Context: an optimization exercise on an open-source flow, tuned for small area and a short achievable clock period. The choices shown serve that exercise and are no tape-out recipe.
At most, simulation tests tie the RTL to the original design; equivalence was not proved.

Setup of rev 12:
==> flow/design.v <==
`timescale 1ns / 1ps
module crc #(
	parameter DATA_WIDTH = 32,
	parameter CRC_WIDTH = 32
)
(
	input wire clk,
	input wire resetn,
	input wire clear,
	input wire [CRC_WIDTH-1:0]init_in,
	input wire [CRC_WIDTH:0]poly_in,
	input wire data_reverse,
	input wire crc_reverse,
	input wire [CRC_WIDTH-1:0]xorout_in,
	input wire [DATA_WIDTH-1:0]data_in,
	input wire data_in_valid,
	output wire [CRC_WIDTH-1:0]crc_out
);
localparam M = 19;
reg [31:0] r;        
reg raw;             
reg [32:0] pl;       
reg [31:0] xo;
reg rv;
integer i;
wire a4 = ~|poly_in[32:17];
wire [32:0] b4 = a4 ? {poly_in[16:0], 16'd0} : poly_in;
wire a3 = ~|b4[32:25];
wire [32:0] b3 = a3 ? {b4[24:0], 8'd0} : b4;
wire a2 = ~|b3[32:29];
wire [32:0] b2 = a2 ? {b3[28:0], 4'd0} : b3;
wire a1 = ~|b2[32:31];
wire [32:0] b1 = a1 ? {b2[30:0], 2'd0} : b2;
wire a0 = ~b1[32];
wire [31:0] bn = a0 ? {b1[30:0], 1'b0} : b1[31:0];
reg s4, s3, s2, s1, s0;
reg [31:0] pn;
reg [31:0] mask;
always @(*) begin
	for (i = 0; i < 32; i = i + 1)
		mask[i] = |(pl >> (i + 1));
end
wire [31:0] q;
wire [31:0] e2 [M:32];
assign e2[M] = {r[31:M], {M{1'b0}}};
genvar gi, gj;
generate
	for (gi = 0; gi < M; gi = gi + 1) begin : g_qlo
		assign q[gi] = r[M-1-gi];
	end
	for (gi = M; gi < 32; gi = gi + 1) begin : g_q2
		assign q[gi] = e2[gi][31];
		for (gj = 0; gj <= gi; gj = gj + 1) begin : g_lo
			assign e2[gi+1][gj] = 1'b0;
		end
		for (gj = gi + 1; gj < 32; gj = gj + 1) begin : g_hi
			crc_axo u (.a(e2[gi][gj-1]), .b(pn[gj]), .c(q[gi]), .y(e2[gi+1][gj]));
		end
	end
	for (gj = 0; gj < 32; gj = gj + 1) begin : g_prod
		wire [31:0] acc;
		assign acc[31-gj] = q[31-gj] & pl[0];
		for (gi = 32 - gj; gi < 32; gi = gi + 1) begin : g_t
			crc_axo u (.a(acc[gi-1]), .b(pl[gj-31+gi]), .c(q[gi]), .y(acc[gi]));
		end
	end
endgenerate
wire [31:0] prod;
generate
	for (gj = 0; gj < 32; gj = gj + 1) begin : g_pb
		assign prod[gj] = g_prod[gj].acc[31];
	end
endgenerate
wire [31:0] n = prod & mask;
reg [31:0] nr;
always @(*) begin
	for (i = 0; i < 32; i = i + 1)
		nr[i] = rv ? n[31-i] : n[i];
end
assign crc_out = (nr ^ xo) & {32{~raw}};
wire [31:0] s = raw ? r : n;
wire [31:0] t4 = s4 ? {s[15:0], 16'd0} : s;
wire [31:0] t3 = s3 ? {t4[23:0], 8'd0} : t4;
wire [31:0] t2 = s2 ? {t3[27:0], 4'd0} : t3;
wire [31:0] t1 = s1 ? {t2[29:0], 2'd0} : t2;
wire [31:0] sl = s0 ? {t1[30:0], 1'b0} : t1;
reg [31:0] data;
always @(*) begin
	for (i = 0; i < 32; i = i + 1)
		data[i] = data_reverse ? data_in[31-i] : data_in[i];
end
wire [31:0] e1 [0:M];
assign e1[0] = sl ^ data;
wire [31:0] r_next;
generate
	for (gi = 0; gi < M; gi = gi + 1) begin : g_q1
		assign r_next[M-1-gi] = e1[gi][31];
		for (gj = 0; gj <= gi; gj = gj + 1) begin : g_lo
			assign e1[gi+1][gj] = 1'b0;
		end
		for (gj = gi + 1; gj < 32; gj = gj + 1) begin : g_hi
			crc_axo u (.a(e1[gi][gj-1]), .b(pn[gj]), .c(e1[gi][31]), .y(e1[gi+1][gj]));
		end
	end
endgenerate
assign r_next[31:M] = e1[M][31:M];
always @(posedge clk) begin
	pl <= poly_in;
	pn <= bn;
	{s4, s3, s2, s1, s0} <= {a4, a3, a2, a1, a0};
	xo <= xorout_in;
	rv <= crc_reverse;
	if (clear)
		r <= init_in;
	else if (data_in_valid)
		r <= r_next;
end
always @(posedge clk or negedge resetn) begin
	if (!resetn)
		raw <= 1'b1;
	else if (clear)
		raw <= 1'b1;
	else if (data_in_valid)
		raw <= 1'b0;
end
endmodule
module crc_axo (
	input wire a,
	input wire b,
	input wire c,
	output wire y
);
assign y = a ^ (b & c);
endmodule
Settings: LEC_CHECK=0, CAP_MARGIN=20, CORE_MARGIN=2, CORE_UTILIZATION=25, GPL_ROUTABILITY_DRIVEN=1, PLACE_DENSITY=0.35, SLEW_MARGIN=20, SYNTH_HIERARCHICAL=1; clock period 120.0 ns.
run.sh (not shown) runs the stock make flow with config.mk's settings and CLKGATE_MAP_FILE= SYNTH_SCRIPT=/design/flow/synth_recipe.tcl, a recipe that flattens the netlist after the stock synthesis.
Rev 12 reached the end of the flow, and the finished layout is clean on the timing, design-rule and antenna checks.
Changes in rev 13 relative to rev 12:
- swapping 0.35 for 0.65 in PLACE_DENSITY
- swapping 25 for 55 in CORE_UTILIZATION
Results
- Run comparison: rev 13 worst setup path endpoint r[29]; rev 12 worst setup path endpoint r[21]
- Clock-pin slew on the worst setup and hold paths: rev 12 vs rev 13 — no meaningful difference
- Rev 13 against rev 12: final area went down; global-route wire length before repair went down; clock latency of the later-clocked register in the worst-skew pair went down; non-clock buffer instance count of the final layout went down.
No functional check of the RTL was part of any run of this note.

========
v40:
crc, a different RTL version from the one above (not shown whole).
Size: about 3100 cells after synthesis, roughly 170 I/O pins, roughly 0.023 mm^2 of cells after synthesis.
Settings: LEC_CHECK=0, CAP_MARGIN=50, CORE_MARGIN=2, CORE_UTILIZATION=55, GPL_ROUTABILITY_DRIVEN=1, PLACE_DENSITY=0.65, SLEW_MARGIN=50, SYNTH_HIERARCHICAL=1; clock period 120.0 ns.
standard.sh (not shown) runs the stock make flow with config.mk's settings and CLKGATE_MAP_FILE= SYNTH_SCRIPT=/design/flow/synth_recipe.tcl, a recipe that flattens the netlist after the stock synthesis.
==> flow/flow/run.sh <==
#!/bin/bash
# The standard layout, with two changes: timing repair aims for a larger
# setup slack than the 120 ns clock needs (so that it shortens the paths
# that set the achieved period), and the port buffers are buf_2 cells.
set -euo pipefail
bash standard.sh synth > synth.log 2>&1
bash standard.sh SETUP_SLACK_MARGIN=90 \
  BUFFER_PORTS_ARGS="-buffer_cell sky130_fd_sc_hd__buf_2" finish > layout.log 2>&1
## Diff of input files: v13 against v40
# v40
export LEC_CHECK = 0
export CAP_MARGIN = 50
export CORE_MARGIN = 2
export CORE_UTILIZATION = 55
export GPL_ROUTABILITY_DRIVEN = 1
export PLACE_DENSITY = 0.65
export SLEW_MARGIN = 50
export SYNTH_HIERARCHICAL = 1
create_clock -name core_clock -period 120.0 [get_ports {clk}]
# v13
export LEC_CHECK = 0
export CAP_MARGIN = 50
export CORE_MARGIN = 2
export CORE_UTILIZATION = 55
export GPL_ROUTABILITY_DRIVEN = 1
export GPL_TIMING_DRIVEN = 1
export PLACE_DENSITY = 0.65
export SLEW_MARGIN = 50
export SYNTH_HIERARCHICAL = 1
create_clock -name core_clock -period 120.0 [get_ports {clk}]
==> flow/flow/run.sh <==
#!/bin/bash
# The standard layout, with two changes: timing repair aims for a larger
# setup slack than the 120 ns clock needs (so that it shortens the paths
# that set the achieved period), and the port buffers are buf_1 cells.
set -euo pipefail
bash standard.sh synth > synth.log 2>&1
bash standard.sh SETUP_SLACK_MARGIN=88 \
  BUFFER_PORTS_ARGS="-buffer_cell sky130_fd_sc_hd__buf_1" finish > layout.log 2>&1
==> notes.md <==
Taking v40 over v13, the area occupied by multi-input gates ratio works out to 1.06. Diff v40..v13 | count of boundary I/O pins | unchanged. v40 leaves more setup margin than v13. Taking v40 as the reference, in v13 peak per-stage delay on the critical path now larger, final hold slack fell by 25 ps, final wirelength now sits lower. v13: total setup buffers inserted after CTS lower than v40. Per the final summary, v13 finished and its layout is clean on timing, DRC and antenna. In v13 the share of the clock period used by the worst path after layout turned out 1.2 points higher than in v40. Cells: v13 has fewer instances than v40.
Inputs modified between v13 and v9:
# v13
export LEC_CHECK = 0
export CAP_MARGIN = 50
export CORE_MARGIN = 2
export CORE_UTILIZATION = 55
export GPL_ROUTABILITY_DRIVEN = 1
export GPL_TIMING_DRIVEN = 1
export PLACE_DENSITY = 0.65
export SLEW_MARGIN = 50
export SYNTH_HIERARCHICAL = 1
create_clock -name core_clock -period 120.0 [get_ports {clk}]
# v9
export LEC_CHECK = 0
export CAP_MARGIN = 50
export CORE_MARGIN = 2
export CORE_UTILIZATION = 70
export GPL_ROUTABILITY_DRIVEN = 1
export PLACE_DENSITY = 0.8
export SLEW_MARGIN = 50
export SYNTH_HIERARCHICAL = 1
create_clock -name core_clock -period 120.0 [get_ports {clk}]
[summary]
Re routed wire length: v13 and v9 aren't equal, and the higher value belongs to v9.
Taking v13 as the reference, in v9 area of the core region fell 22%, post-layout worst setup margin fell 430 ps, count of cells along the worst hold path rose 1.
Total of plain and repair buffers excluding clock buffers of v9 falls short of that of v13 by a few percent.
Setup changes, v9 to v14
# v9
export LEC_CHECK = 0
export CAP_MARGIN = 50
export CORE_MARGIN = 2
export CORE_UTILIZATION = 70
export GPL_ROUTABILITY_DRIVEN = 1
export PLACE_DENSITY = 0.8
export SLEW_MARGIN = 50
export SYNTH_HIERARCHICAL = 1
create_clock -name core_clock -period 120.0 [get_ports {clk}]
# v14
export LEC_CHECK = 0
export CAP_MARGIN = 20
export CORE_MARGIN = 2
export CORE_UTILIZATION = 55
export GPL_ROUTABILITY_DRIVEN = 1
export PLACE_DENSITY = 0.65
export SLEW_MARGIN = 20
export SYNTH_HIERARCHICAL = 1
create_clock -name core_clock -period 120.0 [get_ports {clk}]
### Flow results
- Sort v9 and v14 by average wire per cell in the routed design, ascending, and v14 comes first.
- The higher transition time at the pin with the least slew margin of v9 and v14 is in v14.
- v14 vs. v9: maximum number of pins on one net before global-route repair went up by 1.

## what the ideal ports hide
The flow's constraints put no driver on any port. The routed layouts listed below were extracted and timed again, unchanged, in two steps. Step 1 assumes that a clkbuf_16 drives the clock port and a buf_2 every other input. Step 2 moves the port delays by t, midway between the first and last clock arrival at a register: inputs arrive t later, outputs are due t later. That takes back most of the time a late clock gives input paths. Three values: no drivers, after step 1, after step 2; two values: the first two.
run	t (ns)	setup slack, ns	clock arrival spread, ns	worst slew at a driven data input, ns
rev 12	0.527	82.754 / 82.796 / 82.269	0.016 / 0.016	0.06
rev 13	0.496	83.358 / 83.391 / 82.895	0.016 / 0.016	0.10
v40	0.522	90.154 / 90.101 / 89.671	0.019 / 0.018	0.07
v13	0.506	88.664 / 88.609 / 88.713	0.019 / 0.019	0.07
v9	0.504	88.238 / 88.181 / 88.344	0.030 / 0.030	0.10
v14	0.508	88.221 / 88.165 / 88.161	0.024 / 0.023	0.08
After both steps every run listed still meets setup and hold. For rev 12, which loses most, drivers alone change the setup slack by +0.042 ns; drivers and shift together by -0.485 ns.
